This design comes from an exercise in tuning for small area and a short achievable clock period on the open sky130 flow, not from production work.
Function was not checked in any run shown here: the RTL went through the layout flow alone.
Power and IR drop assume default switching activity.

## flow/standard.sh

```bash
#!/bin/bash
# synth_recipe.tcl (not shown) runs the flow's synth.tcl, then flattens the netlist and writes it again
# the make line also repeats each setting of config.mk as NAME=value (left out here)
make -C /OpenROAD-flow-scripts/flow DESIGN_CONFIG=/design/flow/config.mk WORK_HOME=/design/flow/orfs CLKGATE_MAP_FILE= SYNTH_SCRIPT=/design/flow/synth_recipe.tcl "${@:-finish}"
```

## flow/config.mk

```make
export PLATFORM = sky130hd
export DESIGN_NAME = alu16bit
export DESIGN_NICKNAME = alu16bit
export VERILOG_FILES = /design/flow/design.v
export SDC_FILE = /design/flow/constraint.sdc
export NUM_CORES = 4
export LEC_CHECK = 0
export ABC_AREA = 0
export CAP_MARGIN = 20
export CORE_MARGIN = 2
export CORE_UTILIZATION = 40
export GPL_TIMING_DRIVEN = 0
export SLEW_MARGIN = 20
export SYNTH_HIERARCHICAL = 1
```

## flow/flow/run.sh

```bash
#!/bin/bash
# The standard layout, with the port buffers made of plain buffers (sky130
# buf_1, which the resizer may upsize) instead of the delay-cell buffers that
# buffer_ports picks by default.
set -euo pipefail
export BUFFER_PORTS_ARGS="-buffer_cell sky130_fd_sc_hd__buf_1"
bash standard.sh > standard.log 2>&1
```

## flow/constraint.sdc

```tcl
create_clock -name core_clock -period 7.2 [get_ports {clk}]
set_input_delay 1.4400 -clock core_clock [delete_from_list [all_inputs] [get_ports {clk}]]
set_output_delay 1.4400 -clock core_clock [all_outputs]
set_load 0.01 [all_outputs]
```

## flow/design.v

```verilog
module alu16bit (
  input clk,
  input reset,
  input [2:0] operation,
  input [15:0] operand_A,
  input [15:0] operand_B,
  output reg [31:0] result,
  output reg carry_flag,
  output reg zero_flag
);
  wire [15:0] a = operand_A;
  wire [15:0] b = operand_B;
  wire is_add = ~reset & (operation == 3'd0);
  wire is_sub = ~reset & (operation == 3'd1);
  wire is_mul = ~reset & (operation == 3'd2);
  wire [15:0] m = is_mul ? b : {15'd0, is_add | is_sub};
  reg [15:0] cv;
  always @(*) begin
    if (reset) cv = 16'd0;
    else
    case (operation)
      3'd0: cv = b;
      3'd1: cv = ~b;
      3'd3: cv = a & b;
      3'd4: cv = a | b;
      3'd5: cv = ~(a & b);
      3'd6: cv = ~(a | b);
      3'd7: cv = a ^ b;
      default: cv = 16'd0;
    endcase
  end
  wire cin = is_sub;
  wire [15:0] a_as = a & {16{is_add | is_sub}};
  wire [15:0] cvn;
  wire t00 = (is_sub | (~reset & (operation == 3'd5 || operation == 3'd6)));
  wire t01 = (is_add | (~reset & (operation == 3'd4 || operation == 3'd5 || operation == 3'd7)));
  wire t10 = (is_sub | (~reset & (operation == 3'd4 || operation == 3'd5 || operation == 3'd7)));
  wire t11 = (is_add | (~reset & (operation == 3'd3 || operation == 3'd4)));
  genvar cb;
  generate for (cb = 0; cb < 16; cb = cb + 1) begin : g_cv
    cvbit ucv (a[cb], b[cb], t00, t01, t10, t11, cvn[cb]);
  end endgenerate
  wire is_sub_n = ~is_sub;
  wire [15:0] an = ~a;
  wire [15:0] mn = ~b;    
  wire p1;
  nor2 up1 (an[0], mn[0], p1);
  wire p2;
  nor2 up2 (an[1], mn[0], p2);
  wire p3;
  nor2 up3 (an[2], mn[0], p3);
  wire p4;
  nor2 up4 (an[3], mn[0], p4);
  wire p5;
  nor2 up5 (an[4], mn[0], p5);
  wire p6;
  nor2 up6 (an[5], mn[0], p6);
  wire p7;
  nor2 up7 (an[6], mn[0], p7);
  wire p8;
  nor2 up8 (an[7], mn[0], p8);
  wire p9;
  nor2 up9 (an[8], mn[0], p9);
  wire p10;
  nor2 up10 (an[9], mn[0], p10);
  wire p11;
  nor2 up11 (an[10], mn[0], p11);
  wire p12;
  nor2 up12 (an[11], mn[0], p12);
  wire p13;
  nor2 up13 (an[12], mn[0], p13);
  wire p14;
  nor2 up14 (an[13], mn[0], p14);
  wire p15;
  nor2 up15 (an[14], mn[0], p15);
  wire p16;
  nor2 up16 (an[15], mn[0], p16);
  wire p17;
  nor2 up17 (an[0], mn[1], p17);
  wire p18;
  nor2 up18 (an[1], mn[1], p18);
  wire p19;
  nor2 up19 (an[2], mn[1], p19);
  wire p20;
  nor2 up20 (an[3], mn[1], p20);
  wire p21;
  nor2 up21 (an[4], mn[1], p21);
  wire p22;
  nor2 up22 (an[5], mn[1], p22);
  wire p23;
  nor2 up23 (an[6], mn[1], p23);
  wire p24;
  nor2 up24 (an[7], mn[1], p24);
  wire p25;
  nor2 up25 (an[8], mn[1], p25);
  wire p26;
  nor2 up26 (an[9], mn[1], p26);
  wire p27;
  nor2 up27 (an[10], mn[1], p27);
  wire p28;
  nor2 up28 (an[11], mn[1], p28);
  wire p29;
  nor2 up29 (an[12], mn[1], p29);
  wire p30;
  nor2 up30 (an[13], mn[1], p30);
  wire p31;
  nor2 up31 (an[14], mn[1], p31);
  wire p32;
  nor2 up32 (an[15], mn[1], p32);
  wire p33;
  nor2 up33 (an[0], mn[2], p33);
  wire p34;
  nor2 up34 (an[1], mn[2], p34);
  wire p35;
  nor2 up35 (an[2], mn[2], p35);
  wire p36;
  nor2 up36 (an[3], mn[2], p36);
  wire p37;
  nor2 up37 (an[4], mn[2], p37);
  wire p38;
  nor2 up38 (an[5], mn[2], p38);
  wire p39;
  nor2 up39 (an[6], mn[2], p39);
  wire p40;
  nor2 up40 (an[7], mn[2], p40);
  wire p41;
  nor2 up41 (an[8], mn[2], p41);
  wire p42;
  nor2 up42 (an[9], mn[2], p42);
  wire p43;
  nor2 up43 (an[10], mn[2], p43);
  wire p44;
  nor2 up44 (an[11], mn[2], p44);
  wire p45;
  nor2 up45 (an[12], mn[2], p45);
  wire p46;
  nor2 up46 (an[13], mn[2], p46);
  wire p47;
  nor2 up47 (an[14], mn[2], p47);
  wire p48;
  nor2 up48 (an[15], mn[2], p48);
  wire p49;
  nor2 up49 (an[0], mn[3], p49);
  wire p50;
  nor2 up50 (an[1], mn[3], p50);
  wire p51;
  nor2 up51 (an[2], mn[3], p51);
  wire p52;
  nor2 up52 (an[3], mn[3], p52);
  wire p53;
  nor2 up53 (an[4], mn[3], p53);
  wire p54;
  nor2 up54 (an[5], mn[3], p54);
  wire p55;
  nor2 up55 (an[6], mn[3], p55);
  wire p56;
  nor2 up56 (an[7], mn[3], p56);
  wire p57;
  nor2 up57 (an[8], mn[3], p57);
  wire p58;
  nor2 up58 (an[9], mn[3], p58);
  wire p59;
  nor2 up59 (an[10], mn[3], p59);
  wire p60;
  nor2 up60 (an[11], mn[3], p60);
  wire p61;
  nor2 up61 (an[12], mn[3], p61);
  wire p62;
  nor2 up62 (an[13], mn[3], p62);
  wire p63;
  nor2 up63 (an[14], mn[3], p63);
  wire p64;
  nor2 up64 (an[15], mn[3], p64);
  wire p65;
  nor2 up65 (an[0], mn[4], p65);
  wire p66;
  nor2 up66 (an[1], mn[4], p66);
  wire p67;
  nor2 up67 (an[2], mn[4], p67);
  wire p68;
  nor2 up68 (an[3], mn[4], p68);
  wire p69;
  nor2 up69 (an[4], mn[4], p69);
  wire p70;
  nor2 up70 (an[5], mn[4], p70);
  wire p71;
  nor2 up71 (an[6], mn[4], p71);
  wire p72;
  nor2 up72 (an[7], mn[4], p72);
  wire p73;
  nor2 up73 (an[8], mn[4], p73);
  wire p74;
  nor2 up74 (an[9], mn[4], p74);
  wire p75;
  nor2 up75 (an[10], mn[4], p75);
  wire p76;
  nor2 up76 (an[11], mn[4], p76);
  wire p77;
  nor2 up77 (an[12], mn[4], p77);
  wire p78;
  nor2 up78 (an[13], mn[4], p78);
  wire p79;
  nor2 up79 (an[14], mn[4], p79);
  wire p80;
  nor2 up80 (an[15], mn[4], p80);
  wire p81;
  nor2 up81 (an[0], mn[5], p81);
  wire p82;
  nor2 up82 (an[1], mn[5], p82);
  wire p83;
  nor2 up83 (an[2], mn[5], p83);
  wire p84;
  nor2 up84 (an[3], mn[5], p84);
  wire p85;
  nor2 up85 (an[4], mn[5], p85);
  wire p86;
  nor2 up86 (an[5], mn[5], p86);
  wire p87;
  nor2 up87 (an[6], mn[5], p87);
  wire p88;
  nor2 up88 (an[7], mn[5], p88);
  wire p89;
  nor2 up89 (an[8], mn[5], p89);
  wire p90;
  nor2 up90 (an[9], mn[5], p90);
  wire p91;
  nor2 up91 (an[10], mn[5], p91);
  wire p92;
  nor2 up92 (an[11], mn[5], p92);
  wire p93;
  nor2 up93 (an[12], mn[5], p93);
  wire p94;
  nor2 up94 (an[13], mn[5], p94);
  wire p95;
  nor2 up95 (an[14], mn[5], p95);
  wire p96;
  nor2 up96 (an[15], mn[5], p96);
  wire p97;
  nor2 up97 (an[0], mn[6], p97);
  wire p98;
  nor2 up98 (an[1], mn[6], p98);
  wire p99;
  nor2 up99 (an[2], mn[6], p99);
  wire p100;
  nor2 up100 (an[3], mn[6], p100);
  wire p101;
  nor2 up101 (an[4], mn[6], p101);
  wire p102;
  nor2 up102 (an[5], mn[6], p102);
  wire p103;
  nor2 up103 (an[6], mn[6], p103);
  wire p104;
  nor2 up104 (an[7], mn[6], p104);
  wire p105;
  nor2 up105 (an[8], mn[6], p105);
  wire p106;
  nor2 up106 (an[9], mn[6], p106);
  wire p107;
  nor2 up107 (an[10], mn[6], p107);
  wire p108;
  nor2 up108 (an[11], mn[6], p108);
  wire p109;
  nor2 up109 (an[12], mn[6], p109);
  wire p110;
  nor2 up110 (an[13], mn[6], p110);
  wire p111;
  nor2 up111 (an[14], mn[6], p111);
  wire p112;
  nor2 up112 (an[15], mn[6], p112);
  wire p113;
  nor2 up113 (an[0], mn[7], p113);
  wire p114;
  nor2 up114 (an[1], mn[7], p114);
  wire p115;
  nor2 up115 (an[2], mn[7], p115);
  wire p116;
  nor2 up116 (an[3], mn[7], p116);
  wire p117;
  nor2 up117 (an[4], mn[7], p117);
  wire p118;
  nor2 up118 (an[5], mn[7], p118);
  wire p119;
  nor2 up119 (an[6], mn[7], p119);
  wire p120;
  nor2 up120 (an[7], mn[7], p120);
  wire p121;
  nor2 up121 (an[8], mn[7], p121);
  wire p122;
  nor2 up122 (an[9], mn[7], p122);
  wire p123;
  nor2 up123 (an[10], mn[7], p123);
  wire p124;
  nor2 up124 (an[11], mn[7], p124);
  wire p125;
  nor2 up125 (an[12], mn[7], p125);
  wire p126;
  nor2 up126 (an[13], mn[7], p126);
  wire p127;
  nor2 up127 (an[14], mn[7], p127);
  wire p128;
  nor2 up128 (an[15], mn[7], p128);
  wire p129;
  nor2 up129 (an[0], mn[8], p129);
  wire p130;
  nor2 up130 (an[1], mn[8], p130);
  wire p131;
  nor2 up131 (an[2], mn[8], p131);
  wire p132;
  nor2 up132 (an[3], mn[8], p132);
  wire p133;
  nor2 up133 (an[4], mn[8], p133);
  wire p134;
  nor2 up134 (an[5], mn[8], p134);
  wire p135;
  nor2 up135 (an[6], mn[8], p135);
  wire p136;
  nor2 up136 (an[7], mn[8], p136);
  wire p137;
  nor2 up137 (an[8], mn[8], p137);
  wire p138;
  nor2 up138 (an[9], mn[8], p138);
  wire p139;
  nor2 up139 (an[10], mn[8], p139);
  wire p140;
  nor2 up140 (an[11], mn[8], p140);
  wire p141;
  nor2 up141 (an[12], mn[8], p141);
  wire p142;
  nor2 up142 (an[13], mn[8], p142);
  wire p143;
  nor2 up143 (an[14], mn[8], p143);
  wire p144;
  nor2 up144 (an[15], mn[8], p144);
  wire p145;
  nor2 up145 (an[0], mn[9], p145);
  wire p146;
  nor2 up146 (an[1], mn[9], p146);
  wire p147;
  nor2 up147 (an[2], mn[9], p147);
  wire p148;
  nor2 up148 (an[3], mn[9], p148);
  wire p149;
  nor2 up149 (an[4], mn[9], p149);
  wire p150;
  nor2 up150 (an[5], mn[9], p150);
  wire p151;
  nor2 up151 (an[6], mn[9], p151);
  wire p152;
  nor2 up152 (an[7], mn[9], p152);
  wire p153;
  nor2 up153 (an[8], mn[9], p153);
  wire p154;
  nor2 up154 (an[9], mn[9], p154);
  wire p155;
  nor2 up155 (an[10], mn[9], p155);
  wire p156;
  nor2 up156 (an[11], mn[9], p156);
  wire p157;
  nor2 up157 (an[12], mn[9], p157);
  wire p158;
  nor2 up158 (an[13], mn[9], p158);
  wire p159;
  nor2 up159 (an[14], mn[9], p159);
  wire p160;
  nor2 up160 (an[15], mn[9], p160);
  wire p161;
  nor2 up161 (an[0], mn[10], p161);
  wire p162;
  nor2 up162 (an[1], mn[10], p162);
  wire p163;
  nor2 up163 (an[2], mn[10], p163);
  wire p164;
  nor2 up164 (an[3], mn[10], p164);
  wire p165;
  nor2 up165 (an[4], mn[10], p165);
  wire p166;
  nor2 up166 (an[5], mn[10], p166);
  wire p167;
  nor2 up167 (an[6], mn[10], p167);
  wire p168;
  nor2 up168 (an[7], mn[10], p168);
  wire p169;
  nor2 up169 (an[8], mn[10], p169);
  wire p170;
  nor2 up170 (an[9], mn[10], p170);
  wire p171;
  nor2 up171 (an[10], mn[10], p171);
  wire p172;
  nor2 up172 (an[11], mn[10], p172);
  wire p173;
  nor2 up173 (an[12], mn[10], p173);
  wire p174;
  nor2 up174 (an[13], mn[10], p174);
  wire p175;
  nor2 up175 (an[14], mn[10], p175);
  wire p176;
  nor2 up176 (an[15], mn[10], p176);
  wire p177;
  nor2 up177 (an[0], mn[11], p177);
  wire p178;
  nor2 up178 (an[1], mn[11], p178);
  wire p179;
  nor2 up179 (an[2], mn[11], p179);
  wire p180;
  nor2 up180 (an[3], mn[11], p180);
  wire p181;
  nor2 up181 (an[4], mn[11], p181);
  wire p182;
  nor2 up182 (an[5], mn[11], p182);
  wire p183;
  nor2 up183 (an[6], mn[11], p183);
  wire p184;
  nor2 up184 (an[7], mn[11], p184);
  wire p185;
  nor2 up185 (an[8], mn[11], p185);
  wire p186;
  nor2 up186 (an[9], mn[11], p186);
  wire p187;
  nor2 up187 (an[10], mn[11], p187);
  wire p188;
  nor2 up188 (an[11], mn[11], p188);
  wire p189;
  nor2 up189 (an[12], mn[11], p189);
  wire p190;
  nor2 up190 (an[13], mn[11], p190);
  wire p191;
  nor2 up191 (an[14], mn[11], p191);
  wire p192;
  nor2 up192 (an[15], mn[11], p192);
  wire p193;
  nor2 up193 (an[0], mn[12], p193);
  wire p194;
  nor2 up194 (an[1], mn[12], p194);
  wire p195;
  nor2 up195 (an[2], mn[12], p195);
  wire p196;
  nor2 up196 (an[3], mn[12], p196);
  wire p197;
  nor2 up197 (an[4], mn[12], p197);
  wire p198;
  nor2 up198 (an[5], mn[12], p198);
  wire p199;
  nor2 up199 (an[6], mn[12], p199);
  wire p200;
  nor2 up200 (an[7], mn[12], p200);
  wire p201;
  nor2 up201 (an[8], mn[12], p201);
  wire p202;
  nor2 up202 (an[9], mn[12], p202);
  wire p203;
  nor2 up203 (an[10], mn[12], p203);
  wire p204;
  nor2 up204 (an[11], mn[12], p204);
  wire p205;
  nor2 up205 (an[12], mn[12], p205);
  wire p206;
  nor2 up206 (an[13], mn[12], p206);
  wire p207;
  nor2 up207 (an[14], mn[12], p207);
  wire p208;
  nor2 up208 (an[15], mn[12], p208);
  wire p209;
  nor2 up209 (an[0], mn[13], p209);
  wire p210;
  nor2 up210 (an[1], mn[13], p210);
  wire p211;
  nor2 up211 (an[2], mn[13], p211);
  wire p212;
  nor2 up212 (an[3], mn[13], p212);
  wire p213;
  nor2 up213 (an[4], mn[13], p213);
  wire p214;
  nor2 up214 (an[5], mn[13], p214);
  wire p215;
  nor2 up215 (an[6], mn[13], p215);
  wire p216;
  nor2 up216 (an[7], mn[13], p216);
  wire p217;
  nor2 up217 (an[8], mn[13], p217);
  wire p218;
  nor2 up218 (an[9], mn[13], p218);
  wire p219;
  nor2 up219 (an[10], mn[13], p219);
  wire p220;
  nor2 up220 (an[11], mn[13], p220);
  wire p221;
  nor2 up221 (an[12], mn[13], p221);
  wire p222;
  nor2 up222 (an[13], mn[13], p222);
  wire p223;
  nor2 up223 (an[14], mn[13], p223);
  wire p224;
  nor2 up224 (an[15], mn[13], p224);
  wire p225;
  nor2 up225 (an[0], mn[14], p225);
  wire p226;
  nor2 up226 (an[1], mn[14], p226);
  wire p227;
  nor2 up227 (an[2], mn[14], p227);
  wire p228;
  nor2 up228 (an[3], mn[14], p228);
  wire p229;
  nor2 up229 (an[4], mn[14], p229);
  wire p230;
  nor2 up230 (an[5], mn[14], p230);
  wire p231;
  nor2 up231 (an[6], mn[14], p231);
  wire p232;
  nor2 up232 (an[7], mn[14], p232);
  wire p233;
  nor2 up233 (an[8], mn[14], p233);
  wire p234;
  nor2 up234 (an[9], mn[14], p234);
  wire p235;
  nor2 up235 (an[10], mn[14], p235);
  wire p236;
  nor2 up236 (an[11], mn[14], p236);
  wire p237;
  nor2 up237 (an[12], mn[14], p237);
  wire p238;
  nor2 up238 (an[13], mn[14], p238);
  wire p239;
  nor2 up239 (an[14], mn[14], p239);
  wire p240;
  nor2 up240 (an[15], mn[14], p240);
  wire p241;
  nor2 up241 (an[0], mn[15], p241);
  wire p242;
  nor2 up242 (an[1], mn[15], p242);
  wire p243;
  nor2 up243 (an[2], mn[15], p243);
  wire p244;
  nor2 up244 (an[3], mn[15], p244);
  wire p245;
  nor2 up245 (an[4], mn[15], p245);
  wire p246;
  nor2 up246 (an[5], mn[15], p246);
  wire p247;
  nor2 up247 (an[6], mn[15], p247);
  wire p248;
  nor2 up248 (an[7], mn[15], p248);
  wire p249;
  nor2 up249 (an[8], mn[15], p249);
  wire p250;
  nor2 up250 (an[9], mn[15], p250);
  wire p251;
  nor2 up251 (an[10], mn[15], p251);
  wire p252;
  nor2 up252 (an[11], mn[15], p252);
  wire p253;
  nor2 up253 (an[12], mn[15], p253);
  wire p254;
  nor2 up254 (an[13], mn[15], p254);
  wire p255;
  nor2 up255 (an[14], mn[15], p255);
  wire p256;
  nor2 up256 (an[15], mn[15], p256);
  wire n257, n258;
  ha un257 (p14, p29, n257, n258);
  wire n259, n260;
  fa un259 (p15, p30, p45, n259, n260);
  wire n261, n262;
  ha un261 (p60, p75, n261, n262);
  wire n263, n264;
  fa un263 (p16, p31, p46, n263, n264);
  wire n265, n266;
  fa un265 (p61, p76, p91, n265, n266);
  wire n267, n268;
  ha un267 (p106, p121, n267, n268);
  wire n269, n270;
  fa un269 (p32, p47, p62, n269, n270);
  wire n271, n272;
  fa un271 (p77, p92, p107, n271, n272);
  wire n273, n274;
  ha un273 (p122, p137, n273, n274);
  wire n275, n276;
  fa un275 (p48, p63, p78, n275, n276);
  wire n277, n278;
  fa un277 (p93, p108, p123, n277, n278);
  wire n279, n280;
  fa un279 (p64, p79, p94, n279, n280);
  wire n281, n282;
  ha un281 (p10, p25, n281, n282);
  wire n283, n284;
  fa un283 (p11, p26, p41, n283, n284);
  wire n285, n286;
  ha un285 (p56, p71, n285, n286);
  wire n287, n288;
  fa un287 (p12, p27, p42, n287, n288);
  wire n289, n290;
  fa un289 (p57, p72, p87, n289, n290);
  wire n291, n292;
  ha un291 (p102, p117, n291, n292);
  wire n293, n294;
  fa un293 (p13, p28, p43, n293, n294);
  wire n295, n296;
  fa un295 (p58, p73, p88, n295, n296);
  wire n297, n298;
  fa un297 (p103, p118, p133, n297, n298);
  wire n299, n300;
  ha un299 (p148, p163, n299, n300);
  wire n301, n302;
  fa un301 (p44, p59, p74, n301, n302);
  wire n303, n304;
  fa un303 (p89, p104, p119, n303, n304);
  wire n305, n306;
  fa un305 (p134, p149, p164, n305, n306);
  wire n307, n308;
  fa un307 (p179, p194, p209, n307, n308);
  wire n309, n310;
  fa un309 (p90, p105, p120, n309, n310);
  wire n311, n312;
  fa un311 (p135, p150, p165, n311, n312);
  wire n313, n314;
  fa un313 (p180, p195, p210, n313, n314);
  wire n315, n316;
  fa un315 (p225, n258, n261, n315, n316);
  wire n317, n318;
  fa un317 (p136, p151, p166, n317, n318);
  wire n319, n320;
  fa un319 (p181, p196, p211, n319, n320);
  wire n321, n322;
  fa un321 (p226, p241, n262, n321, n322);
  wire n323, n324;
  fa un323 (n267, n260, n263, n323, n324);
  wire n325, n326;
  fa un325 (p152, p167, p182, n325, n326);
  wire n327, n328;
  fa un327 (p197, p212, p227, n327, n328);
  wire n329, n330;
  fa un329 (p242, n268, n273, n329, n330);
  wire n331, n332;
  fa un331 (n264, n266, n269, n331, n332);
  wire n333, n334;
  fa un333 (p138, p153, p168, n333, n334);
  wire n335, n336;
  fa un335 (p183, p198, p213, n335, n336);
  wire n337, n338;
  fa un337 (p228, p243, n274, n337, n338);
  wire n339, n340;
  fa un339 (n270, n272, n275, n339, n340);
  wire n341, n342;
  fa un341 (p109, p124, p139, n341, n342);
  wire n343, n344;
  fa un343 (p154, p169, p184, n343, n344);
  wire n345, n346;
  fa un345 (p199, p214, p229, n345, n346);
  wire n347, n348;
  fa un347 (p244, n276, n278, n347, n348);
  wire n349, n350;
  fa un349 (p80, p95, p110, n349, n350);
  wire n351, n352;
  fa un351 (p125, p140, p155, n351, n352);
  wire n353, n354;
  fa un353 (p170, p185, p200, n353, n354);
  wire n355, n356;
  fa un355 (p215, p230, p245, n355, n356);
  wire n357, n358;
  fa un357 (p96, p111, p126, n357, n358);
  wire n359, n360;
  fa un359 (p141, p156, p171, n359, n360);
  wire n361, n362;
  fa un361 (p186, p201, p216, n361, n362);
  wire n363, n364;
  fa un363 (p112, p127, p142, n363, n364);
  wire n365, n366;
  fa un365 (p157, p172, p187, n365, n366);
  wire n367, n368;
  fa un367 (p128, p143, p158, n367, n368);
  wire n369, n370;
  ha un369 (p7, p22, n369, n370);
  wire n371, n372;
  fa un371 (p8, p23, p38, n371, n372);
  wire n373, n374;
  ha un373 (p53, p68, n373, n374);
  wire n375, n376;
  fa un375 (p9, p24, p39, n375, n376);
  wire n377, n378;
  fa un377 (p54, p69, p84, n377, n378);
  wire n379, n380;
  ha un379 (p99, p114, n379, n380);
  wire n381, n382;
  fa un381 (p40, p55, p70, n381, n382);
  wire n383, n384;
  fa un383 (p85, p100, p115, n383, n384);
  wire n385, n386;
  fa un385 (p130, p145, n281, n385, n386);
  wire n387, n388;
  fa un387 (p86, p101, p116, n387, n388);
  wire n389, n390;
  fa un389 (p131, p146, p161, n389, n390);
  wire n391, n392;
  fa un391 (n282, n285, n283, n391, n392);
  wire n393, n394;
  fa un393 (p132, p147, p162, n393, n394);
  wire n395, n396;
  fa un395 (p177, n286, n291, n395, n396);
  wire n397, n398;
  fa un397 (n284, n287, n289, n397, n398);
  wire n399, n400;
  fa un399 (p178, p193, n292, n399, n400);
  wire n401, n402;
  fa un401 (n299, n288, n290, n401, n402);
  wire n403, n404;
  fa un403 (n293, n295, n297, n403, n404);
  wire n405, n406;
  fa un405 (n300, n257, n294, n405, n406);
  wire n407, n408;
  fa un407 (n296, n298, n301, n407, n408);
  wire n409, n410;
  fa un409 (n303, n305, n307, n409, n410);
  wire n411, n412;
  fa un411 (n302, n304, n306, n411, n412);
  wire n413, n414;
  fa un413 (n308, n259, n309, n413, n414);
  wire n415, n416;
  fa un415 (n311, n313, n315, n415, n416);
  wire n417, n418;
  fa un417 (n310, n312, n314, n417, n418);
  wire n419, n420;
  fa un419 (n265, n317, n319, n419, n420);
  wire n421, n422;
  fa un421 (n316, n321, n323, n421, n422);
  wire n423, n424;
  fa un423 (n318, n320, n271, n423, n424);
  wire n425, n426;
  fa un425 (n325, n327, n322, n425, n426);
  wire n427, n428;
  fa un427 (n329, n324, n331, n427, n428);
  wire n429, n430;
  fa un429 (n326, n328, n277, n429, n430);
  wire n431, n432;
  fa un431 (n333, n335, n330, n431, n432);
  wire n433, n434;
  fa un433 (n337, n332, n339, n433, n434);
  wire n435, n436;
  fa un435 (n334, n336, n279, n435, n436);
  wire n437, n438;
  fa un437 (n341, n343, n345, n437, n438);
  wire n439, n440;
  fa un439 (n338, n340, n347, n439, n440);
  wire n441, n442;
  fa un441 (n342, n344, n346, n441, n442);
  wire n443, n444;
  fa un443 (n280, n349, n351, n443, n444);
  wire n445, n446;
  fa un445 (n353, n355, n348, n445, n446);
  wire n447, n448;
  fa un447 (p231, p246, n350, n447, n448);
  wire n449, n450;
  fa un449 (n352, n354, n356, n449, n450);
  wire n451, n452;
  fa un451 (n357, n359, n361, n451, n452);
  wire n453, n454;
  fa un453 (p202, p217, p232, n453, n454);
  wire n455, n456;
  fa un455 (p247, n358, n360, n455, n456);
  wire n457, n458;
  fa un457 (n362, n363, n365, n457, n458);
  wire n459, n460;
  fa un459 (p173, p188, p203, n459, n460);
  wire n461, n462;
  fa un461 (p218, p233, p248, n461, n462);
  wire n463, n464;
  fa un463 (n364, n366, n367, n463, n464);
  wire n465, n466;
  fa un465 (p144, p159, p174, n465, n466);
  wire n467, n468;
  fa un467 (p189, p204, p219, n467, n468);
  wire n469, n470;
  fa un469 (p234, p249, n368, n469, n470);
  wire n471, n472;
  fa un471 (p160, p175, p190, n471, n472);
  wire n473, n474;
  fa un473 (p205, p220, p235, n473, n474);
  wire n475, n476;
  fa un475 (p176, p191, p206, n475, n476);
  wire n477, n478;
  ha un477 (p5, p20, n477, n478);
  wire n479, n480;
  fa un479 (p6, p21, p36, n479, n480);
  wire n481, n482;
  ha un481 (p51, p66, n481, n482);
  wire n483, n484;
  fa un483 (p37, p52, p67, n483, n484);
  wire n485, n486;
  fa un485 (p82, p97, n369, n485, n486);
  wire n487, n488;
  fa un487 (p83, p98, p113, n487, n488);
  wire n489, n490;
  fa un489 (n370, n373, n371, n489, n490);
  wire n491, n492;
  fa un491 (p129, n374, n379, n491, n492);
  wire n493, n494;
  fa un493 (n372, n375, n377, n493, n494);
  wire n495, n496;
  fa un495 (n380, n376, n378, n495, n496);
  wire n497, n498;
  fa un497 (n381, n383, n385, n497, n498);
  wire n499, n500;
  fa un499 (n382, n384, n387, n499, n500);
  wire n501, n502;
  fa un501 (n389, n386, n391, n501, n502);
  wire n503, n504;
  fa un503 (n388, n390, n393, n503, n504);
  wire n505, n506;
  fa un505 (n395, n392, n397, n505, n506);
  wire n507, n508;
  fa un507 (n394, n396, n399, n507, n508);
  wire n509, n510;
  fa un509 (n398, n401, n403, n509, n510);
  wire n511, n512;
  fa un511 (n400, n402, n404, n511, n512);
  wire n513, n514;
  fa un513 (n405, n407, n409, n513, n514);
  wire n515, n516;
  fa un515 (n406, n408, n410, n515, n516);
  wire n517, n518;
  fa un517 (n411, n413, n415, n517, n518);
  wire n519, n520;
  fa un519 (n412, n414, n417, n519, n520);
  wire n521, n522;
  fa un521 (n419, n416, n421, n521, n522);
  wire n523, n524;
  fa un523 (n418, n420, n423, n523, n524);
  wire n525, n526;
  fa un525 (n425, n422, n427, n525, n526);
  wire n527, n528;
  fa un527 (n424, n429, n426, n527, n528);
  wire n529, n530;
  fa un529 (n431, n428, n433, n529, n530);
  wire n531, n532;
  fa un531 (n430, n435, n437, n531, n532);
  wire n533, n534;
  fa un533 (n432, n434, n439, n533, n534);
  wire n535, n536;
  fa un535 (n436, n438, n441, n535, n536);
  wire n537, n538;
  fa un537 (n443, n445, n440, n537, n538);
  wire n539, n540;
  fa un539 (n442, n444, n447, n539, n540);
  wire n541, n542;
  fa un541 (n449, n451, n446, n541, n542);
  wire n543, n544;
  fa un543 (n453, n448, n450, n543, n544);
  wire n545, n546;
  fa un545 (n452, n455, n457, n545, n546);
  wire n547, n548;
  fa un547 (n454, n459, n461, n547, n548);
  wire n549, n550;
  fa un549 (n456, n458, n463, n549, n550);
  wire n551, n552;
  fa un551 (n460, n462, n465, n551, n552);
  wire n553, n554;
  fa un553 (n467, n464, n469, n553, n554);
  wire n555, n556;
  fa un555 (p250, n466, n468, n555, n556);
  wire n557, n558;
  fa un557 (n471, n473, n470, n557, n558);
  wire n559, n560;
  fa un559 (p221, p236, p251, n559, n560);
  wire n561, n562;
  fa un561 (n472, n474, n475, n561, n562);
  wire n563, n564;
  fa un563 (p192, p207, p222, n563, n564);
  wire n565, n566;
  fa un565 (p237, p252, n476, n565, n566);
  wire n567, n568;
  fa un567 (p208, p223, p238, n567, n568);
  wire n569, n570;
  ha un569 (p4, p19, n569, n570);
  wire n571, n572;
  fa un571 (p35, p50, p65, n571, n572);
  wire n573, n574;
  fa un573 (p81, n478, n481, n573, n574);
  wire n575, n576;
  fa un575 (n482, n480, n483, n575, n576);
  wire n577, n578;
  fa un577 (n484, n487, n486, n577, n578);
  wire n579, n580;
  fa un579 (n488, n491, n490, n579, n580);
  wire n581, n582;
  fa un581 (n492, n494, n495, n581, n582);
  wire n583, n584;
  fa un583 (n496, n499, n498, n583, n584);
  wire n585, n586;
  fa un585 (n500, n503, n502, n585, n586);
  wire n587, n588;
  fa un587 (n504, n507, n506, n587, n588);
  wire n589, n590;
  fa un589 (n508, n510, n511, n589, n590);
  wire n591, n592;
  fa un591 (n512, n514, n515, n591, n592);
  wire n593, n594;
  fa un593 (n516, n519, n518, n593, n594);
  wire n595, n596;
  fa un595 (n520, n523, n522, n595, n596);
  wire n597, n598;
  fa un597 (n524, n527, n526, n597, n598);
  wire n599, n600;
  fa un599 (n528, n531, n533, n599, n600);
  wire n601, n602;
  fa un601 (n532, n535, n534, n601, n602);
  wire n603, n604;
  fa un603 (n536, n539, n538, n603, n604);
  wire n605, n606;
  fa un605 (n543, n540, n545, n605, n606);
  wire n607, n608;
  fa un607 (n547, n544, n546, n607, n608);
  wire n609, n610;
  fa un609 (n548, n551, n550, n609, n610);
  wire n611, n612;
  fa un611 (n552, n555, n557, n611, n612);
  wire n613, n614;
  fa un613 (n559, n556, n561, n613, n614);
  wire n615, n616;
  fa un615 (n560, n563, n562, n615, n616);
  wire n617, n618;
  fa un617 (p253, n564, n567, n617, n618);
  wire n619, n620;
  fa un619 (p224, p239, p254, n619, n620);
  wire n621, n622;
  ha un621 (p3, p18, n621, n622);
  wire n623, n624;
  fa un623 (p34, p49, n569, n623, n624);
  wire n625, n626;
  fa un625 (n570, n477, n571, n625, n626);
  wire n627, n628;
  fa un627 (n572, n479, n573, n627, n628);
  wire n629, n630;
  fa un629 (n574, n485, n575, n629, n630);
  wire n631, n632;
  fa un631 (n576, n489, n577, n631, n632);
  wire n633, n634;
  fa un633 (n493, n578, n579, n633, n634);
  wire n635, n636;
  fa un635 (n497, n580, n581, n635, n636);
  wire n637, n638;
  fa un637 (n582, n501, n583, n637, n638);
  wire n639, n640;
  fa un639 (n505, n584, n585, n639, n640);
  wire n641, n642;
  fa un641 (n509, n586, n587, n641, n642);
  wire n643, n644;
  fa un643 (n513, n588, n589, n643, n644);
  wire n645, n646;
  fa un645 (n517, n590, n591, n645, n646);
  wire n647, n648;
  fa un647 (n592, n521, n593, n647, n648);
  wire n649, n650;
  fa un649 (n525, n594, n595, n649, n650);
  wire n651, n652;
  fa un651 (n529, n596, n597, n651, n652);
  wire n653, n654;
  fa un653 (n530, n598, n599, n653, n654);
  wire n655, n656;
  fa un655 (n537, n600, n601, n655, n656);
  wire n657, n658;
  fa un657 (n541, n602, n603, n657, n658);
  wire n659, n660;
  fa un659 (n542, n605, n604, n659, n660);
  wire n661, n662;
  fa un661 (n549, n607, n606, n661, n662);
  wire n663, n664;
  fa un663 (n553, n608, n609, n663, n664);
  wire n665, n666;
  fa un665 (n554, n610, n611, n665, n666);
  wire n667, n668;
  fa un667 (n558, n613, n612, n667, n668);
  wire n669, n670;
  fa un669 (n565, n614, n615, n669, n670);
  wire n671, n672;
  fa un671 (n566, n617, n616, n671, n672);
  wire n673, n674;
  fa un673 (n568, n619, n618, n673, n674);
  wire n675, n676;
  fa un675 (p240, p255, n620, n675, n676);
  wire x678;
  a21o ux678 (p1, is_mul, a_as[0], x678);
  wire x679 = cvn[0];
  wire x681;
  a21o ux681 (p2, is_mul, a_as[1], x681);
  wire x683;
  a21o ux683 (p17, is_mul, cvn[1], x683);
  wire x685;
  a21o ux685 (p33, is_mul, a_as[2], x685);
  wire x687;
  a21o ux687 (n621, is_mul, cvn[2], x687);
  wire x689;
  a21o ux689 (n622, is_mul, a_as[3], x689);
  wire x691;
  a21o ux691 (n623, is_mul, cvn[3], x691);
  wire x693;
  a21o ux693 (n624, is_mul, a_as[4], x693);
  wire x695;
  a21o ux695 (n625, is_mul, cvn[4], x695);
  wire x697;
  a21o ux697 (n626, is_mul, a_as[5], x697);
  wire x699;
  a21o ux699 (n627, is_mul, cvn[5], x699);
  wire x701;
  a21o ux701 (n628, is_mul, a_as[6], x701);
  wire x703;
  a21o ux703 (n629, is_mul, cvn[6], x703);
  wire x705;
  a21o ux705 (n630, is_mul, a_as[7], x705);
  wire x707;
  a21o ux707 (n631, is_mul, cvn[7], x707);
  wire x709;
  a21o ux709 (n632, is_mul, a_as[8], x709);
  wire x711;
  a21o ux711 (n633, is_mul, cvn[8], x711);
  wire x713;
  a21o ux713 (n634, is_mul, a_as[9], x713);
  wire x715;
  a21o ux715 (n635, is_mul, cvn[9], x715);
  wire x717;
  a21o ux717 (n636, is_mul, a_as[10], x717);
  wire x719;
  a21o ux719 (n637, is_mul, cvn[10], x719);
  wire x721;
  a21o ux721 (n638, is_mul, a_as[11], x721);
  wire x723;
  a21o ux723 (n639, is_mul, cvn[11], x723);
  wire x725;
  a21o ux725 (n640, is_mul, a_as[12], x725);
  wire x727;
  a21o ux727 (n641, is_mul, cvn[12], x727);
  wire x729;
  a21o ux729 (n642, is_mul, a_as[13], x729);
  wire x731;
  a21o ux731 (n643, is_mul, cvn[13], x731);
  wire x733;
  a21o ux733 (n644, is_mul, a_as[14], x733);
  wire x735;
  a21o ux735 (n645, is_mul, cvn[14], x735);
  wire x737;
  a21o ux737 (n646, is_mul, a_as[15], x737);
  wire x739;
  a21o ux739 (n647, is_mul, cvn[15], x739);
  wire x741;
  a21o ux741 (n648, is_mul, is_sub, x741);
  wire x743;
  and2 ux743 (n649, is_mul, x743);
  wire x745;
  a21o ux745 (n650, is_mul, is_sub, x745);
  wire x747;
  and2 ux747 (n651, is_mul, x747);
  wire x749;
  a21o ux749 (n652, is_mul, is_sub, x749);
  wire x751;
  and2 ux751 (n653, is_mul, x751);
  wire x753;
  a21o ux753 (n654, is_mul, is_sub, x753);
  wire x755;
  and2 ux755 (n655, is_mul, x755);
  wire x757;
  a21o ux757 (n656, is_mul, is_sub, x757);
  wire x759;
  and2 ux759 (n657, is_mul, x759);
  wire x761;
  a21o ux761 (n659, is_mul, is_sub, x761);
  wire x763;
  and2 ux763 (n658, is_mul, x763);
  wire x765;
  a21o ux765 (n661, is_mul, is_sub, x765);
  wire x767;
  and2 ux767 (n660, is_mul, x767);
  wire x769;
  a21o ux769 (n662, is_mul, is_sub, x769);
  wire x771;
  and2 ux771 (n663, is_mul, x771);
  wire x773;
  a21o ux773 (n664, is_mul, is_sub, x773);
  wire x775;
  and2 ux775 (n665, is_mul, x775);
  wire x777;
  a21o ux777 (n666, is_mul, is_sub, x777);
  wire x779;
  and2 ux779 (n667, is_mul, x779);
  wire x781;
  a21o ux781 (n669, is_mul, is_sub, x781);
  wire x783;
  and2 ux783 (n668, is_mul, x783);
  wire x785;
  a21o ux785 (n670, is_mul, is_sub, x785);
  wire x787;
  and2 ux787 (n671, is_mul, x787);
  wire x789;
  a21o ux789 (n673, is_mul, is_sub, x789);
  wire x791;
  and2 ux791 (n672, is_mul, x791);
  wire x793;
  a21o ux793 (n675, is_mul, is_sub, x793);
  wire x795;
  and2 ux795 (n674, is_mul, x795);
  wire x797;
  a21o ux797 (p256, is_mul, is_sub, x797);
  wire x799;
  and2 ux799 (n676, is_mul, x799);
  wire x800 = is_sub;
  wire n801, n802;
  fa un801 (cin, x679, x678, n801, n802);
  wire n803, n804;
  fa un803 (x681, x683, n802, n803, n804);
  wire n805, n806;
  fa un805 (x685, x687, n804, n805, n806);
  wire n807, n808;
  fa un807 (x689, x691, n806, n807, n808);
  wire n809, n810;
  fa un809 (x693, x695, n808, n809, n810);
  wire n811, n812;
  fa un811 (x697, x699, n810, n811, n812);
  wire n813, n814;
  fa un813 (x701, x703, n812, n813, n814);
  wire n815, n816;
  ha un815 (x705, x707, n815, n816);
  wire n817, n818;
  ha un817 (x709, x711, n817, n818);
  wire n819, n820;
  ha un819 (x713, x715, n819, n820);
  wire n821, n822;
  ha un821 (x717, x719, n821, n822);
  wire n823, n824;
  ha un823 (x721, x723, n823, n824);
  wire n825, n826;
  ha un825 (x725, x727, n825, n826);
  wire n827, n828;
  ha un827 (x729, x731, n827, n828);
  wire n829, n830;
  ha un829 (x733, x735, n829, n830);
  wire n831, n832;
  ha un831 (x737, x739, n831, n832);
  wire n833, n834;
  ha un833 (x741, x743, n833, n834);
  wire n835, n836;
  ha un835 (x745, x747, n835, n836);
  wire n837, n838;
  ha un837 (x749, x751, n837, n838);
  wire n839, n840;
  ha un839 (x753, x755, n839, n840);
  wire n841, n842;
  ha un841 (x757, x759, n841, n842);
  wire n843, n844;
  ha un843 (x761, x763, n843, n844);
  wire n845, n846;
  ha un845 (x765, x767, n845, n846);
  wire n847, n848;
  ha un847 (x769, x771, n847, n848);
  wire n849, n850;
  ha un849 (x773, x775, n849, n850);
  wire n851, n852;
  ha un851 (x777, x779, n851, n852);
  wire n853, n854;
  ha un853 (x781, x783, n853, n854);
  wire n855, n856;
  ha un855 (x785, x787, n855, n856);
  wire n857, n858;
  ha un857 (x789, x791, n857, n858);
  wire n859, n860;
  ha un859 (x793, x795, n859, n860);
  wire n861, n862;
  ha un861 (x797, x799, n861, n862);
  wire n863;
  aoi21 un863 (n815, n814, n816, n863);
  wire n864;
  aoi21 un864 (n819, n818, n820, n864);
  wire n865;
  nand2 un865 (n819, n817, n865);
  wire n866;
  aoi21 un866 (n823, n822, n824, n866);
  wire n867;
  nand2 un867 (n823, n821, n867);
  wire n868;
  aoi21 un868 (n827, n826, n828, n868);
  wire n869;
  nand2 un869 (n827, n825, n869);
  wire n870;
  aoi21 un870 (n831, n830, n832, n870);
  wire n871;
  nand2 un871 (n831, n829, n871);
  wire n872;
  aoi21 un872 (n835, n834, n836, n872);
  wire n873;
  nand2 un873 (n835, n833, n873);
  wire n874;
  aoi21 un874 (n839, n838, n840, n874);
  wire n875;
  nand2 un875 (n839, n837, n875);
  wire n876;
  aoi21 un876 (n843, n842, n844, n876);
  wire n877;
  nand2 un877 (n843, n841, n877);
  wire n878;
  aoi21 un878 (n847, n846, n848, n878);
  wire n879;
  nand2 un879 (n847, n845, n879);
  wire n880;
  aoi21 un880 (n851, n850, n852, n880);
  wire n881;
  nand2 un881 (n851, n849, n881);
  wire n882;
  aoi21 un882 (n855, n854, n856, n882);
  wire n883;
  nand2 un883 (n855, n853, n883);
  wire n884;
  aoi21 un884 (n859, n858, n860, n884);
  wire n885;
  nand2 un885 (n859, n857, n885);
  wire n886;
  aoi21 un886 (x800, n862, 1'b0, n886);
  wire n887;
  nand2 un887 (x800, n861, n887);
  wire n888;
  oai21 un888 (n865, n863, n864, n888);
  wire n889;
  oai21 un889 (n869, n866, n868, n889);
  wire n890;
  nor2 un890 (n869, n867, n890);
  wire n891;
  oai21 un891 (n873, n870, n872, n891);
  wire n892;
  nor2 un892 (n873, n871, n892);
  wire n893;
  oai21 un893 (n877, n874, n876, n893);
  wire n894;
  nor2 un894 (n877, n875, n894);
  wire n895;
  oai21 un895 (n881, n878, n880, n895);
  wire n896;
  nor2 un896 (n881, n879, n896);
  wire n897;
  oai21 un897 (n885, n882, n884, n897);
  wire n898;
  nor2 un898 (n885, n883, n898);
  wire n899;
  aoi21 un899 (n890, n888, n889, n899);
  wire n900;
  aoi21 un900 (n894, n891, n893, n900);
  wire n901;
  nand2 un901 (n894, n892, n901);
  wire n902;
  aoi21 un902 (n898, n895, n897, n902);
  wire n903;
  nand2 un903 (n898, n896, n903);
  wire n904;
  oai21 un904 (n901, n899, n900, n904);
  wire n905;
  inv1 un905 (n902, n905);
  wire n906;
  inv1 un906 (n903, n906);
  wire n907;
  aoi21 un907 (n906, n904, n905, n907);
  wire n908;
  inv1 un908 (n899, n908);
  wire n909;
  aoi21 un909 (n892, n908, n891, n909);
  wire n910;
  aoi21 un910 (n896, n904, n895, n910);
  wire n911;
  inv1 un911 (n866, n911);
  wire n912;
  inv1 un912 (n867, n912);
  wire n913;
  aoi21 un913 (n912, n888, n911, n913);
  wire n914;
  oai21 un914 (n871, n899, n870, n914);
  wire n915;
  oai21 un915 (n875, n909, n874, n915);
  wire n916;
  inv1 un916 (n878, n916);
  wire n917;
  inv1 un917 (n879, n917);
  wire n918;
  aoi21 un918 (n917, n904, n916, n918);
  wire n919;
  oai21 un919 (n883, n910, n882, n919);
  wire n920;
  oai21 un920 (n887, n907, n886, n920);
  wire n921;
  inv1 un921 (n818, n921);
  wire n922;
  inv1 un922 (n817, n922);
  wire n923;
  oai21 un923 (n922, n863, n921, n923);
  wire n924;
  aoi21 un924 (n821, n888, n822, n924);
  wire n925;
  inv1 un925 (n826, n925);
  wire n926;
  inv1 un926 (n825, n926);
  wire n927;
  oai21 un927 (n926, n913, n925, n927);
  wire n928;
  inv1 un928 (n830, n928);
  wire n929;
  inv1 un929 (n829, n929);
  wire n930;
  oai21 un930 (n929, n899, n928, n930);
  wire n931;
  aoi21 un931 (n833, n914, n834, n931);
  wire n932;
  inv1 un932 (n838, n932);
  wire n933;
  inv1 un933 (n837, n933);
  wire n934;
  oai21 un934 (n933, n909, n932, n934);
  wire n935;
  aoi21 un935 (n841, n915, n842, n935);
  wire n936;
  aoi21 un936 (n845, n904, n846, n936);
  wire n937;
  inv1 un937 (n850, n937);
  wire n938;
  inv1 un938 (n849, n938);
  wire n939;
  oai21 un939 (n938, n918, n937, n939);
  wire n940;
  inv1 un940 (n854, n940);
  wire n941;
  inv1 un941 (n853, n941);
  wire n942;
  oai21 un942 (n941, n910, n940, n942);
  wire n943;
  aoi21 un943 (n857, n919, n858, n943);
  wire n944;
  inv1 un944 (n862, n944);
  wire n945;
  inv1 un945 (n861, n945);
  wire n946;
  oai21 un946 (n945, n907, n944, n946);
  wire n947;
  xor2 un947 (n815, n814, n947);
  wire n948;
  xnor2 un948 (n817, n863, n948);
  wire n949;
  xor2 un949 (n819, n923, n949);
  wire n950;
  xor2 un950 (n821, n888, n950);
  wire n951;
  xnor2 un951 (n823, n924, n951);
  wire n952;
  xnor2 un952 (n825, n913, n952);
  wire n953;
  xor2 un953 (n827, n927, n953);
  wire n954;
  xnor2 un954 (n829, n899, n954);
  wire n955;
  xor2 un955 (n831, n930, n955);
  wire n956;
  xor2 un956 (n833, n914, n956);
  wire n957;
  xnor2 un957 (n835, n931, n957);
  wire n958;
  xnor2 un958 (n837, n909, n958);
  wire n959;
  xor2 un959 (n839, n934, n959);
  wire n960;
  xor2 un960 (n841, n915, n960);
  wire n961;
  xnor2 un961 (n843, n935, n961);
  wire n962;
  xor2 un962 (n845, n904, n962);
  wire n963;
  xnor2 un963 (n847, n936, n963);
  wire n964;
  xnor2 un964 (n849, n918, n964);
  wire n965;
  xor2 un965 (n851, n939, n965);
  wire n966;
  xnor2 un966 (n853, n910, n966);
  wire n967;
  xor2 un967 (n855, n942, n967);
  wire n968;
  xor2 un968 (n857, n919, n968);
  wire n969;
  xnor2 un969 (n859, n943, n969);
  wire n970;
  xnor2 un970 (n861, n907, n970);
  wire n971;
  xor2 un971 (x800, n946, n971);
  wire [31:0] s = {n971, n970, n969, n968, n967, n966, n965, n964, n963, n962, n961, n960, n959, n958, n957, n956, n955, n954, n953, n952, n951, n950, n949, n948, n947, n813, n811, n809, n807, n805, n803, n801};
  wire borrow = is_sub & s[16];
  wire zero_lo = (s[15:0] == 16'd0);
  wire zero_mul = (a == 16'd0) | (b == 16'd0);
  wire [31:0] r = s;
  wire z_e = ~reset & ~is_mul & ~(|s[11:0]);
  wire z_m = ~reset & is_mul & zero_mul;
  wire z_l1, z_l2, z;
  nor2 uz1 (s[15], s[14], z_l1);
  nor2 uz2 (s[13], s[12], z_l2);
  a31o uz3 (z_l1, z_l2, z_e, z_m, z);
  always @(posedge clk) begin
    result     <= r;
    carry_flag <= borrow;
    zero_flag  <= z;
  end
endmodule
module fa (input a, input b, input c, output s, output co);
  assign s = a ^ b ^ c;
  assign co = (a & b) | (a & c) | (b & c);
endmodule
module ha (input a, input b, output s, output co);
  assign s = a ^ b;
  assign co = a & b;
endmodule
module xor2 (input a, input b, output y);
  assign y = a ^ b;
endmodule
module xnor2 (input a, input b, output y);
  assign y = ~(a ^ b);
endmodule
module and2 (input a, input b, output y);
  assign y = a & b;
endmodule
module nand2 (input a, input b, output y);
  assign y = ~(a & b);
endmodule
module nor2 (input a, input b, output y);
  assign y = ~(a | b);
endmodule
module inv1 (input a, output y);
  assign y = ~a;
endmodule
module a21o (input a, input b, input c, output y);
  assign y = (a & b) | c;
endmodule
module a31o (input a, input b, input c, input d, output y);
  assign y = (a & b & c) | d;
endmodule
module cvbit (input a, input b, input t00, input t01, input t10, input t11, output y);
  assign y = a ? (b ? t11 : t10) : (b ? t01 : t00);
endmodule
module aoi21 (input a, input b, input c, output y);
  assign y = ~((a & b) | c);
endmodule
module oai21 (input a, input b, input c, output y);
  assign y = ~((a | b) & c);
endmodule
```

==> run summary, run 1 <==
Area Overhead vs Synth=10.83%; Via-to-Cell Ratio=5.583; Filler cells=1942; diodes inserted=0; Initial Util=40.40%; io pins=71; crit path kind=primary input to flip-flop; Sw Ratio=44.84%; multi-input logic area=7254 um^2; CTS Buf Count=5; CP required=7.39 ns; crit path cell chain=buf_1 -> nand2b_1 -> nand2_1 -> a21oi_2 -> mux4_2 -> fa_1 -> fa_1 -> fa_1 -> fa_1 -> fa_1 -> fa_1 -> fa_1 -> a21oi_2 -> o21ai_2 -> a21oi_4 -> o21ai_2 -> a21oi_2 -> o21ai_1 -> a21oi_2 -> xnor2_1; Sw Pwr=750.5 uW; slowest cell delay on critical path=0.53 ns; Final Max Slew Viols=0; PwrDens=186.5 nW/um^2; Synth Register Bits=34; Die H=146.3 um; number of H-tree levels=2; Mapped Cells=797; Die Span X=146.3 um; part of the power in the clock network=17.8%; clock slew at reported path FFs=0.06 ns; Gate power share=68.0%; Crit Path Max Fanout=16; YS warnings=7; sequential share of the synthesized area=8.407%; Placer Congestion=0.8425; Syn Area/Cell=10.16 um^2; antenna-violating nets left=0; Pint=923.3 uW; clock buffer depth=2; Iter 0 DRT Violations=447; GRT Residual Overflow=0; maxcap violations=0; vias=6409; CP Launch Type=primary input; initial antenna violation count=0; CTS tree=done; HPWL after DPL=17.14 mm; slowest cell on the critical path=mux4_2; Tmin final=6.924 ns; cell family with most CP delay=adder cells; HP Class=primary input to flip-flop; wirelength, routed=23.60 mm; CP Buf/Inv Count=1; TritonRoute pass-1 iters=5; CTS root buffer=clkbuf_16; FP Rows=52; endpoints failing setup=0; Worst Path Arrival=7.11 ns; post-cts hold buffer count=0; first-pass GRT wire length=38.14 mm; period utilisation layout=96.16%; Yosys cell types=29; syn_nets=1075; Core ar.=20040 um^2; commonest non-fill, non-tap cells in the layout=263 x nor2_1, 202 x fa_1, 68 x buf_1; fin cells=1148; CP most frequent cell=fa_1; clock net sink count=34; Fin Hold WS=1.518 ns; WL/cell=20.56 um; final hold vios=0; Worst path depth=20; Slew HR=43.82%; Placed Instances=1139; maximum clock rate=144.4 MHz; status=complete, no violations; full die area=21390 um^2; Setup WS pre-CTS=-0.7140 ns; layout cells sized above 1=7.745%; vias in the first global route=6956; total power=1.674 mW; register area=680.7 um^2; worst hold path depth=2; Synth Cell Area=8097 um^2; RSZ-0062 raised after global routing=no; leading cell type in the layout, fill and taps excluded=nor2_1; largest net degree at the start of global routing=27; worst setup margin=0.2763 ns; # DRC=0; # nets final=1155; Worst Max-Slew Pin Slew=0.8418 ns; P_leak=4.394 nW; Reg power frac=14.2%; Peak VDD IR=0.0001168 V; GRT Overall Usage=23.13%; Crit. End Element=flip-flop; Buffers on Ports=70
==> Yosys stat by module (local to each module, per instance) <==
module    cells inside  times used  area, um^2  flip-flops and latches
alu16bit           114           1        1119                      34
cvbit                1          16       22.52                       0
fa                   1         202       20.02                       0
ha                   1          39       12.51                       0
a31o                 1           1       8.758                       0
aoi21                1          25       8.758                       0
xnor2                1          12       8.758                       0
xor2                 1          13       8.758                       0
a21o                 1          46       7.507                       0
and2                 1          15       6.256                       0
oai21                1          17       5.005                       0
inv1                 1          21       3.754                       0
nand2                1          13       3.754                       0
nor2                 1         263       3.754                       0
==> metrics by stage <==
step	utilization, %	cell area [um^2]	setup TNS (ns)
4_1_cts	44.68	8954	0
3_5_place_dp	43.58	8733	-6.258
2_1_floorplan	-	8097	0
5_1_grt	44.78	8974	0
3_3_place_gp	43.40	8697	-12.53
6_report	44.78	8974	0
==> final cells by class <==
class | count | area share (%)
multi-input cells | 709 | 80.84
clock inverters | 3 | 0.7669
flip-flops and latches | 34 | 7.585
inverters | 53 | 2.217
clock buffers | 5 | 1.394
plain buffers | 1 | 0.05577
repair buffers | 73 | 3.374
well taps | 270 | 3.765
==> power by group through the flow <==
stage                     clock, mW  combinational, mW  sequential, mW
final                         0.298               1.14           0.237
after global routing          0.311               1.30           0.241
after CTS                     0.305               1.15           0.238
after detailed placement          0               1.14           0.242
after global placement            0               1.12           0.241
after floorplan                   0              0.776           0.265
==> flip-flops by register name, summed over array words and instances (netlist names) <==
register    flops
carry_flag      1
result         32
zero_flag       1
==> worst paths after layout <==
path	from	to	slack [ns]
worst min-delay path	operation[0]	carry_flag	1.52
worst max-delay path	operation[1]	result[29]	0.28
==> Yosys cell counts <==
master	n	area (um^2)
nor2_1	263	987.2
fa_1	202	4044
inv_1	53	198.9
a21o_1	46	345.3
ha_1	39	488.0
dfxtp_1	34	680.7
and2_1	32	200.2
a21oi_2	25	219.0
o21ai_1	17	85.08
mux4_2	16	360.4
nand2_1	15	56.30
xor2_1	13	113.9
xnor2_1	12	105.1
nor4_1	9	56.30
a21oi_1	4	20.02
nand2b_1	2	12.51
nand3b_1	2	15.01
nand4_1	2	12.51
a21boi_0	1	7.510
a31o_1	1	8.760
and3_1	1	6.260
clkbuf_2	1	5.000
nor3_1	1	5.000
nor3_2	1	10.01
nor3_4	1	16.27
nor4_2	1	12.51
o211ai_1	1	7.510
or2_2	1	6.260
or4_4	1	11.26
==> cell families (layout without fill, tap and decap cells) <==
family / Yosys count / in the layout / synth area share [%]
flip-flops: 34 / 34 / 8.407
XOR/XNOR: 25 / 25 / 2.704
buffers and inverters: 54 / 135 / 2.519
multiplexers: 16 / 16 / 4.451
adder cells (fa/ha/maj): 241 / 241 / 55.97
AND/OR/NAND/NOR: 332 / 332 / 17.39
AO/OA/AOI/OAI: 95 / 95 / 8.561
==> per-layer routing <==
| metal | routed length, um | global-route usage, % | vias to the layer above |
|---|---|---|---|
| met4 | 754 | 8.107 | 0 |
| met1 | 9566 | 30.73 | 3280 |
| li1 | - | - | 2726 |
| met2 | 11430 | 38.07 | 338 |
| met5 | 0 | 0 | - |
| met3 | 1849 | 4.625 | 65 |
==> what timing repair did <==
item	in CTS	in global routing
setup buffers	1	0
setup endpoints to repair	11	10
pin swaps	1	1
resized for setup	4	5
==> run 2: changes to the inputs <==
--- a/flow/config.mk
+++ b/flow/config.mk
@@ -11,4 +11,5 @@
 export CORE_UTILIZATION = 40
 export GPL_TIMING_DRIVEN = 0
+export SETUP_SLACK_MARGIN = 0.5
 export SLEW_MARGIN = 20
 export SYNTH_HIERARCHICAL = 1
==> run 2 against run 1 <==
Still clean on timing, DRC and antenna. First-iteration DRC count increased by 11%. Fmax increased by 6.2%. Critical path depth increased by 1. Cell count increased by 3.3%. Worst hold slack got worse by 0.025 ns. Total power increased by 1.6%. Synthesized area unchanged. Largest cell class unchanged.
==> run summary, run 2 <==
CP Buf/Inv Count=3 (+2); sequential share of the synthesized area=8.407% (unchanged); Syn Area/Cell=10.16 um^2 (unchanged); period utilisation layout=90.52% (-5.6 points); leading cell type in the layout, fill and taps excluded=nor2_1; GRT Residual Overflow=0 (unchanged); Final Max Slew Viols=0 (unchanged); total power=1.700 mW (+1.6%); Post-synth EDFFs=0 (unchanged); maximum clock rate=153.4 MHz (+6.2%); CTS root buffer=clkbuf_16; P_leak=4.527 nW (+3.0%); initial antenna violation count=0 (unchanged); first-pass GRT wire length=38.40 mm (+0.67%); Gate power share=68.4% (+0.4 points); Crit Path Max Fanout=16 (unchanged); commonest non-fill, non-tap cells in the layout=263 x nor2_1, 199 x fa_1, 65 x buf_1; Tmin final=6.517 ns (-0.4066 ns); fin cells=1186 (+3.3%); PwrDens=180.8 nW/um^2 (-3.1%); Peak VDD IR=0.0001176 V (+0.71%); syn_nets=1075 (unchanged); Sw Pwr=759.7 uW (+1.2%); HPWL after DPL=17.14 mm (unchanged); HP Class=primary input to flip-flop; cell family with most CP delay=adder cells; met3 usage=4.625% (unchanged); slowest cell delay on critical path=0.50 ns (-0.03 ns); Placer Congestion=0.8425 (unchanged); met1 Resource Use GR=31.05% (+0.32 points); WL/cell=20.10 um (-2.2%); Sw Ratio=44.68% (-0.16 points); biggest regs=result x32, carry_flag x1, zero_flag x1; Iter 0 DRT Violations=495 (+11%); Final Util=46.93% (+2.2 points); grt met2 use=38.21% (+0.14 points); Initial Util=40.40% (unchanged); Post-synth ARST share=0% (unchanged); Mapped Cells=797 (unchanged); Crit. End Element=flip-flop; Via-to-Cell Ratio=5.423 (-2.9%); GR peak layer=met2; full die area=21390 um^2 (unchanged); clock slew at reported path FFs=0.06 ns (about the same); largest net degree at the start of global routing=27 (unchanged); layout cells sized above 1=14.08% (+6.3 points); Worst Max-Slew Pin Slew=0.8345 ns (-0.007294 ns); # DRC=0 (unchanged); TritonRoute pass-1 iters=5 (unchanged); Buffers on Ports=70 (unchanged); Yosys cell types=29 (unchanged); RSZ-0062 raised after global routing=no; CP most frequent cell=fa_1; diodes inserted=0 (unchanged); Slew HR=44.31% (+0.49 points); Worst Path Arrival=6.69 ns (-0.42 ns); clock buffer depth=2 (unchanged); GRT Overall Usage=23.27% (+0.15 points); Area Overhead vs Synth=16.16%; Yosys top cell by area=fa_1; Synth top area share=49.95% (unchanged); part of the power in the clock network=17.6% (-0.2 points); antenna-violating nets left=0 (unchanged); Main synth FF type=dfxtp_1; io pins=71 (unchanged); Area contributors post-synth=fa_1 50%, nor2_1 12%, dfxtp_1 8.4%; Die H=146.3 um (unchanged); Biggest register=result; # nets final=1193 (+3.3%); Synth Cell Area=8097 um^2 (unchanged); slowest cell on the critical path=mux4_2; crit path kind=primary input to flip-flop; Placed Instances=1139 (unchanged); YS warnings=7 (unchanged); crit path cell chain=buf_2 -> nand2b_4 -> nand2_1 -> a21oi_4 -> mux4_2 -> fa_1 -> fa_1 -> fa_2 -> fa_2 -> fa_1 -> fa_1 -> fa_2 -> a21oi_4 -> o21ai_4 -> a21oi_4 -> buf_4 -> o21ai_4 -> buf_4 -> a21oi_2 -> o21ai_1 -> xor2_1; Post-synth top cells=263 x nor2_1, 202 x fa_1, 53 x inv_1; wirelength, routed=23.84 mm (+1.0%); final hold vios=0 (unchanged); endpoints failing setup=0 (unchanged); most common cell in the netlist=nor2_1; status=complete, no violations; Filler cells=1892 (-2.6%); Pint=940.7 uW (+1.9%); vias in the first global route=7004 (+0.69%); vias=6432 (+0.36%); Die Span X=146.3 um (unchanged); Reg power frac=13.9% (-0.3 points); FP Rows=52 (unchanged); clock net sink count=34 (unchanged); CP Launch Type=primary input; Core ar.=20040 um^2 (unchanged); CTS tree=done; number of H-tree levels=2 (unchanged); Synth Register Bits=34 (unchanged); Largest register FFs=32 (unchanged); CP required=7.37 ns (-0.02 ns); maxcap violations=0 (unchanged); CTS Buf Count=5 (unchanged)
[run 2: path summary, 6_finish.rpt]
check,from,to,cells after the start
worst max-delay path,operation[0],result[31],21
worst min-delay path,operation[0],carry_flag,2
[run 2: layer usage]
layer	up-vias	part of all wire (%)
met2	316	48
li1	2799	-
met4	0	3.1
met1	3258	41
met3	59	8.1
met5	-	0
[run 2: final cells by class]
cell class                 count  area [um^2]  area share, %
buffer                         1        5.005        0.05321
clock buffer                   5        125.1          1.330
clock inverter                 3        68.82         0.7317
inverter                      53        251.5          2.674
multi-input combinational    709         7322          77.85
sequential                    34        680.7          7.237
tap                          270        337.8          3.592
timing repair buffer         110        609.3          6.479
timing repair inverter         1        5.005        0.05321
[run 2: power by group through the flow]
stage	logic (mW)	clock network, mW	registers, mW
CTS	1.15	0.305	0.238
global route	1.33	0.311	0.241
global placement	1.12	0	0.241
detailed placement	1.14	0	0.242
finish	1.16	0.299	0.237
floorplan	0.776	0	0.265
[run 2: modules after synthesis, one instance, submodules excluded, excerpt]
module  flops+latches  times used  cell area (um^2)  cells
cvbit               0          16             22.52      1
fa                  0         202             20.02      1
xor2                0          13             8.758      1
xnor2               0          12             8.758      1
a21o                0          46             7.507      1
oai21               0          17             5.005      1
nor2                0         263             3.754      1
inv1                0          21             3.754      1
[run 2: logic make-up (layout without fill, tap and decap cells)]
group                    Yosys count  count (layout)  share of synthesized area (%)
flip-flops                        34              34                          8.407
adder cells (fa/ha/maj)          241             241                          55.97
AND/OR/NAND/NOR                  332             332                          17.39
buffers and inverters             54             173                          2.519
multiplexers                      16              16                          4.451
XOR/XNOR                          25              25                          2.704
AO/OA/AOI/OAI                     95              95                          8.561
[run 2: what timing repair did]
item,CTS,global route
pin swaps,1,4
setup endpoints to repair,20,10
setup buffers,3,35
gates cloned,0,1
hold buffers,0,0
resized for setup,18,23
[run 2: through the flow]
stage / cell area, um^2 / setup TNS [ns] / setup slack [ns] / hold WS [ns]
2_1_floorplan: 8097 / 0 / 0.6196 / 1.586
3_3_place_gp: 8697 / -12.53 / -1.193 / 1.826
3_5_place_dp: 8733 / -6.258 / -0.7140 / 1.824
4_1_cts: 9022 / 0 / 0.4819 / 1.473
5_1_grt: 9405 / 0 / 0.4622 / 1.493
6_report: 9405 / 0 / 0.6829 / 1.492

port drivers added, routing unchanged:
How much do the figures lean on ideal ports? The routed layouts below were timed once more, with nothing changed but the port constraints. Step 1, drivers: a clkbuf_16 drives clk and a buf_2 each remaining input, both assumed. Step 2 moves the port delays by t, midway between the first and last clock arrival at a register: inputs arrive t later, outputs are due t later. That takes back most of the time a late clock gives input paths. Three values: ideal, step 1, step 2; two values: the first two.
run | t (ns) | setup slack, ns | worst data-port slew with drivers (ns) | cell pins on the clock port's net
run 1 | 0.339 | 0.276 / 0.295 / -0.044 | 0.04 | 1
run 2 | 0.341 | 0.683 / 0.708 / 0.367 | 0.04 | 1
With both steps, setup timing fails in run 1, where it was met with ideal ports. The setup slack of run 1, which loses most, moves by +0.019 ns with the drivers and by -0.320 ns with both steps.
